What follows belongs to an exercise in optimizing a design on an open flow for small area and a short achievable clock period; a production flow would make more cautious choices. RTL that was checked went through simulation tests only; none was proved equivalent to the original. No activity file was given, so power comes from the tool's default toggle rates.

==> 04-02: inputs <==
==> flow/design.v <==
`timescale 1ns / 1ps
module MITCH_ENC(
    input  [15:0] x,
    output [3:0]  k,
    output [6:0]  f
    );
    wire [14:0] a = x[14:0] ^ {15{x[15]}};
    wire [15:0] b0 = {1'b0, a};
    wire        z3 = ~|b0[15:8];
    wire [15:0] b1 = z3 ? {b0[7:0], 8'b0} : b0;
    wire        z2 = ~|b1[15:12];
    wire [15:0] b2 = z2 ? {b1[11:0], 4'b0} : b1;
    wire        z1 = ~|b2[15:14];
    wire [15:0] b3 = z1 ? {b2[13:0], 2'b0} : b2;
    wire        z0 = ~b3[15];
    wire [15:0] b4 = z0 ? {b3[14:0], 1'b0} : b3;
    assign k = ~{z3, z2, z1, z0};
    assign f = b4[14:8];
endmodule
module MITCH_ANTILOG(
    input  [4:0]  ks,
    input  [6:0]  fx,
    input  [6:0]  fy,
    output [21:0] v
    );
    wire [7:0] s = fx + fy;
    wire [4:0] e = ks + s[7];           
    wire [4:0] pos = e[4] ? 5'd8 + e[3:0] : {2'b00, e[3:1]};
    wire [30:0] sh = {23'b0, 1'b1, s[6:0]} << pos;
    wire        low = ~|e[4:1];         
    assign v = low ? {14'b0, s[0], 7'b0} : sh[28:7];
endmodule
module MITCH_TRUNC_W8(
    input [15:0] x,
    input [15:0] y,
    output [31:0] p
    );
    wire [3:0] kx, ky;
    wire [6:0] fx, fy;
    MITCH_ENC ex(.x(x), .k(kx), .f(fx));
    MITCH_ENC ey(.x(y), .k(ky), .f(fy));
    wire [21:0] v;
    MITCH_ANTILOG al(.ks(kx + ky), .fx(fx), .fy(fy), .v(v));
    wire nz = (|x) & (|y);
    wire t  = nz & (x[15] ^ y[15]);
    assign p = {t, t, {22{nz}} & v ^ {22{t}}, {8{t}}};
endmodule
`timescale 1ns / 1ps
module mult_top(
    input clk,
    input  [15:0] x,
    input  [15:0] y,
    output [31:0] p_out
    );
    wire [3:0] kx, ky;
    wire [6:0] fx, fy;
    MITCH_ENC ex(.x(x), .k(kx), .f(fx));
    MITCH_ENC ey(.x(y), .k(ky), .f(fy));
    reg [4:0] ks_r;
    reg [6:0] fx_r, fy_r;
    reg       nz_r, t_r;
    always @(posedge clk) begin
        ks_r <= kx + ky;
        fx_r <= fx;
        fy_r <= fy;
        nz_r <= (|x) & (|y);
        t_r  <= (|x) & (|y) & (x[15] ^ y[15]);
    end
    wire [21:0] v;
    MITCH_ANTILOG al(.ks(ks_r), .fx(fx_r), .fy(fy_r), .v(v));
    reg [21:0] pm_r;
    reg        ps_r;
    always @(posedge clk) begin
        pm_r <= {22{nz_r}} & v ^ {22{t_r}};
        ps_r <= t_r;
    end
    assign p_out = {ps_r, ps_r, pm_r, {8{ps_r}}};
endmodule
==> flow/run.sh <==
#!/bin/bash
# synth_recipe.tcl (not shown) runs the flow's synth.tcl, then flattens the netlist and writes it again
# the make line also repeats each setting of config.mk as NAME=value (left out here)
make -C /OpenROAD-flow-scripts/flow DESIGN_CONFIG=/design/flow/config.mk WORK_HOME=/design/flow/orfs CLKGATE_MAP_FILE= SYNTH_SCRIPT=/design/flow/synth_recipe.tcl finish
==> flow/config.mk <==
export PLATFORM = sky130hd
export DESIGN_NAME = mult_top
export DESIGN_NICKNAME = mult_top
export VERILOG_FILES = /design/flow/design.v
export SDC_FILE = /design/flow/constraint.sdc
export NUM_CORES = 4
export LEC_CHECK = 0
export CAP_MARGIN = 20
export CORE_MARGIN = 2
export CORE_UTILIZATION = 40
export SLEW_MARGIN = 20
==> flow/constraint.sdc <==
create_clock -name core_clock -period 6.3 [get_ports {clk}]
set_input_delay 1.2600 -clock core_clock [delete_from_list [all_inputs] [get_ports {clk}]]
set_output_delay 1.2600 -clock core_clock [all_outputs]
set_load 0.01 [all_outputs]
==> 10-03 (differences from 04-02) <==
==> flow/design.v (replaced) <==
`timescale 1ns / 1ps
module MITCH_ENC(
    input  [15:0] x,
    output [3:0]  k,
    output [6:0]  f
    );
    wire [14:0] a = x[14:0] ^ {15{x[15]}};
    wire [15:0] b0 = {1'b0, a};
    wire        z3 = ~|b0[15:8];
    wire [15:0] b1 = z3 ? {b0[7:0], 8'b0} : b0;
    wire        z2 = ~|b1[15:12];
    wire [15:0] b2 = z2 ? {b1[11:0], 4'b0} : b1;
    wire        z1 = ~|b2[15:14];
    wire [15:0] b3 = z1 ? {b2[13:0], 2'b0} : b2;
    wire        z0 = ~b3[15];
    wire [15:0] b4 = z0 ? {b3[14:0], 1'b0} : b3;
    assign k = ~{z3, z2, z1, z0};
    assign f = b4[14:8];
endmodule
module MITCH_IN(
    input  [15:0] x,
    input  [15:0] y,
    output [4:0]  ks,
    output [6:0]  fx,
    output [6:0]  fy,
    output        t
    );
    wire [3:0] kx, ky;
    wire [6:0] fxa, fya;
    MITCH_ENC ex(.x(x), .k(kx), .f(fxa));
    MITCH_ENC ey(.x(y), .k(ky), .f(fya));
    wire nzx = |x;
    wire nzy = |y;
    wire nz  = nzx & nzy;
    wire [3:0] g = kx & ky;
    wire [3:0] p = kx ^ ky;
    wire c1 = g[0];
    wire c2 = g[1] | p[1] & g[0];
    wire c3 = g[2] | p[2] & g[1] | p[2] & p[1] & g[0];
    wire c4 = g[3] | p[3] & g[2] | p[3] & p[2] & g[1] | p[3] & p[2] & p[1] & g[0];
    wire [4:0] ksum = {c4, p ^ {c3, c2, c1, 1'b0}};
    assign ks = ksum & {5{nz}};
    assign fx = {fxa[6:1], fxa[0] & nzy};
    assign fy = {fya[6:1], fya[0] & nzx};
    assign t  = nz & (x[15] ^ y[15]);
endmodule
module MITCH_OUT(
    input  [4:0]  ks,
    input  [6:0]  fx,
    input  [6:0]  fy,
    input         t,
    output [21:0] v
    );
    wire [6:0] g0 = fx & fy;
    wire [6:0] p0 = fx ^ fy;
    wire [6:0] g1 = g0 | {p0[6:1] & g0[5:0], 1'b0};
    wire [6:0] p1 = {p0[6:1] & p0[5:0], p0[0]};
    wire [6:0] g2 = g1 | {p1[6:2] & g1[4:0], 2'b0};
    wire [6:0] p2 = {p1[6:2] & p1[4:0], p1[1:0]};
    wire [6:0] g3 = g2 | {p2[6:4] & g2[2:0], 4'b0};
    wire [6:0] s  = p0 ^ {g3[5:0], 1'b0};
    wire       c  = g3[6];
    wire [4:0] pos0;
    wire [4:0] k8 = {ks[3], ~ks[3], ks[2:0]};
    assign pos0 = ks[4] ? k8 : {2'b00, ks[3:1]};
    wire d = ks[4] | ks[0];
    wire [7:0]  b   = {1'b1, s};
    wire [8:0]  sa  = pos0[0] ? {b, 1'b0} : {1'b0, b};
    wire [10:0] sb  = pos0[1] ? {sa, 2'b0} : {2'b0, sa};
    wire [14:0] sc  = pos0[2] ? {sb, 4'b0} : {4'b0, sb};
    wire [22:0] sd  = pos0[3] ? {sc, 8'b0} : {8'b0, sc};
    wire [29:0] se  = pos0[4] ? {sd[13:0], 16'b0} : {7'b0, sd};
    wire [22:0] sf  = (c & d) ? se[28:6] : se[29:7];
    wire low = ~|ks[4:1] & (~ks[0] | ~c);
    wire [21:0] m = low ? {14'b0, s[0], 7'b0} : sf[21:0];
    assign v = m ^ {22{t}};
endmodule
module MITCH_TRUNC_W8(
    input [15:0] x,
    input [15:0] y,
    output [31:0] p
    );
    wire [4:0] ks;
    wire [6:0] fx, fy;
    wire       t;
    wire [21:0] v;
    MITCH_IN  mi(.x(x), .y(y), .ks(ks), .fx(fx), .fy(fy), .t(t));
    MITCH_OUT mo(.ks(ks), .fx(fx), .fy(fy), .t(t), .v(v));
    assign p = {t, t, v, {8{t}}};
endmodule
`timescale 1ns / 1ps
module mult_top(
    input clk,
    input  [15:0] x,
    input  [15:0] y,
    output [31:0] p_out
    );
    wire [4:0] ks;
    wire [6:0] fx, fy;
    wire       t;
    MITCH_IN mi(.x(x), .y(y), .ks(ks), .fx(fx), .fy(fy), .t(t));
    reg [4:0] ks_r;
    reg [6:0] fx_r, fy_r;
    reg       t_r;
    always @(posedge clk) begin
        ks_r <= ks;
        fx_r <= fx;
        fy_r <= fy;
        t_r  <= t;
    end
    wire [21:0] v;
    MITCH_OUT mo(.ks(ks_r), .fx(fx_r), .fy(fy_r), .t(t_r), .v(v));
    reg [21:0] pm_r;
    reg        ps_r;
    always @(posedge clk) begin
        pm_r <= v;
        ps_r <= t_r;
    end
    assign p_out = {ps_r, ps_r, pm_r, {8{ps_r}}};
endmodule
==> flow/flow/run.sh (new file) <==
#!/bin/bash
# Standard ORFS flow with two changes: small adders are left to ABC instead of
# being mapped to full/half-adder cells, and the port buffers are buf_1.
set -uo pipefail
export BUFFER_PORTS_ARGS="-buffer_cell sky130_fd_sc_hd__buf_1"
bash standard.sh ADDER_MAP_FILE= "BUFFER_PORTS_ARGS=$BUFFER_PORTS_ARGS" finish > standard.log 2>&1
==> flow/standard.sh (new file) <==
#!/bin/bash
# synth_recipe.tcl (not shown) runs the flow's synth.tcl, then flattens the netlist and writes it again
# the make line also repeats each setting of config.mk as NAME=value (left out here)
make -C /OpenROAD-flow-scripts/flow DESIGN_CONFIG=/design/flow/config.mk WORK_HOME=/design/flow/orfs CLKGATE_MAP_FILE= SYNTH_SCRIPT=/design/flow/synth_recipe.tcl "${@:-finish}"
removed: flow/run.sh
==> metrics.md <==
| Metric | Value |
|---|---|
| Overall power | `about 1.6 mW` |
| Slowest stage cell on the critical path | `o32ai_2` |
| Crit-path cells | `clkbuf_2 > or4_1 > o21ai_1 > a31oi_1 > o32ai_2 > inv_1 > a22oi_2 > maj3_2 > maj3_2` |
| Worst R2R Start | `ks_r[4]` |
| DRT Pass-1 Iters | `5` |
| Status | `complete, no violations` |
(the above is from 10-03)
==> metrics.md <==
| Metric | Value |
|---|---|
| Overall power | `1.83 mW` |
| Status | `complete, no violations` |
| DRT Pass-1 Iters | `4` |
| Worst R2R Start | `fy_r[2]` |
| Slowest stage cell on the critical path | `a211oi_2` |
| Fin crit period | `5280 ps` |
(the above is from 04-02)
Function not checked in 10-03: the RTL went through the layout flow alone.

separate check: timing with driven ports:
No port has a modelled driver above. Below, the same layouts with a new extraction and two added sets of constraints.
Step 1 assumes that a clkbuf_16 drives the clock port and a buf_2 every other input.
Step 2, shift: input delay + t, output delay - t, t = (earliest + latest rising clock arrival at the registers) / 2. This alone moves slack from input paths to output paths.
Slacks: no drivers / after step 1 / after step 2; pairs: no drivers / after step 1.
| run | shift t [ns] | slack for setup (ns) | worst setup path after step 2 | worst slew at a driven data input, ns | cell pins on the clock port's net |
|---|---|---|---|---|---|
| 04-02 | 0.324 | 1.024 / 1.031 / 0.708 | input to register | 0.03 | 1 |
| 10-03 | 0.312 | 1.774 / 1.786 / 1.474 | input to register | 0.04 | 1 |
After both steps every run listed still meets setup and hold. The setup slack of 04-02, which loses most, moves by +0.007 ns with the drivers and by -0.316 ns with both steps.
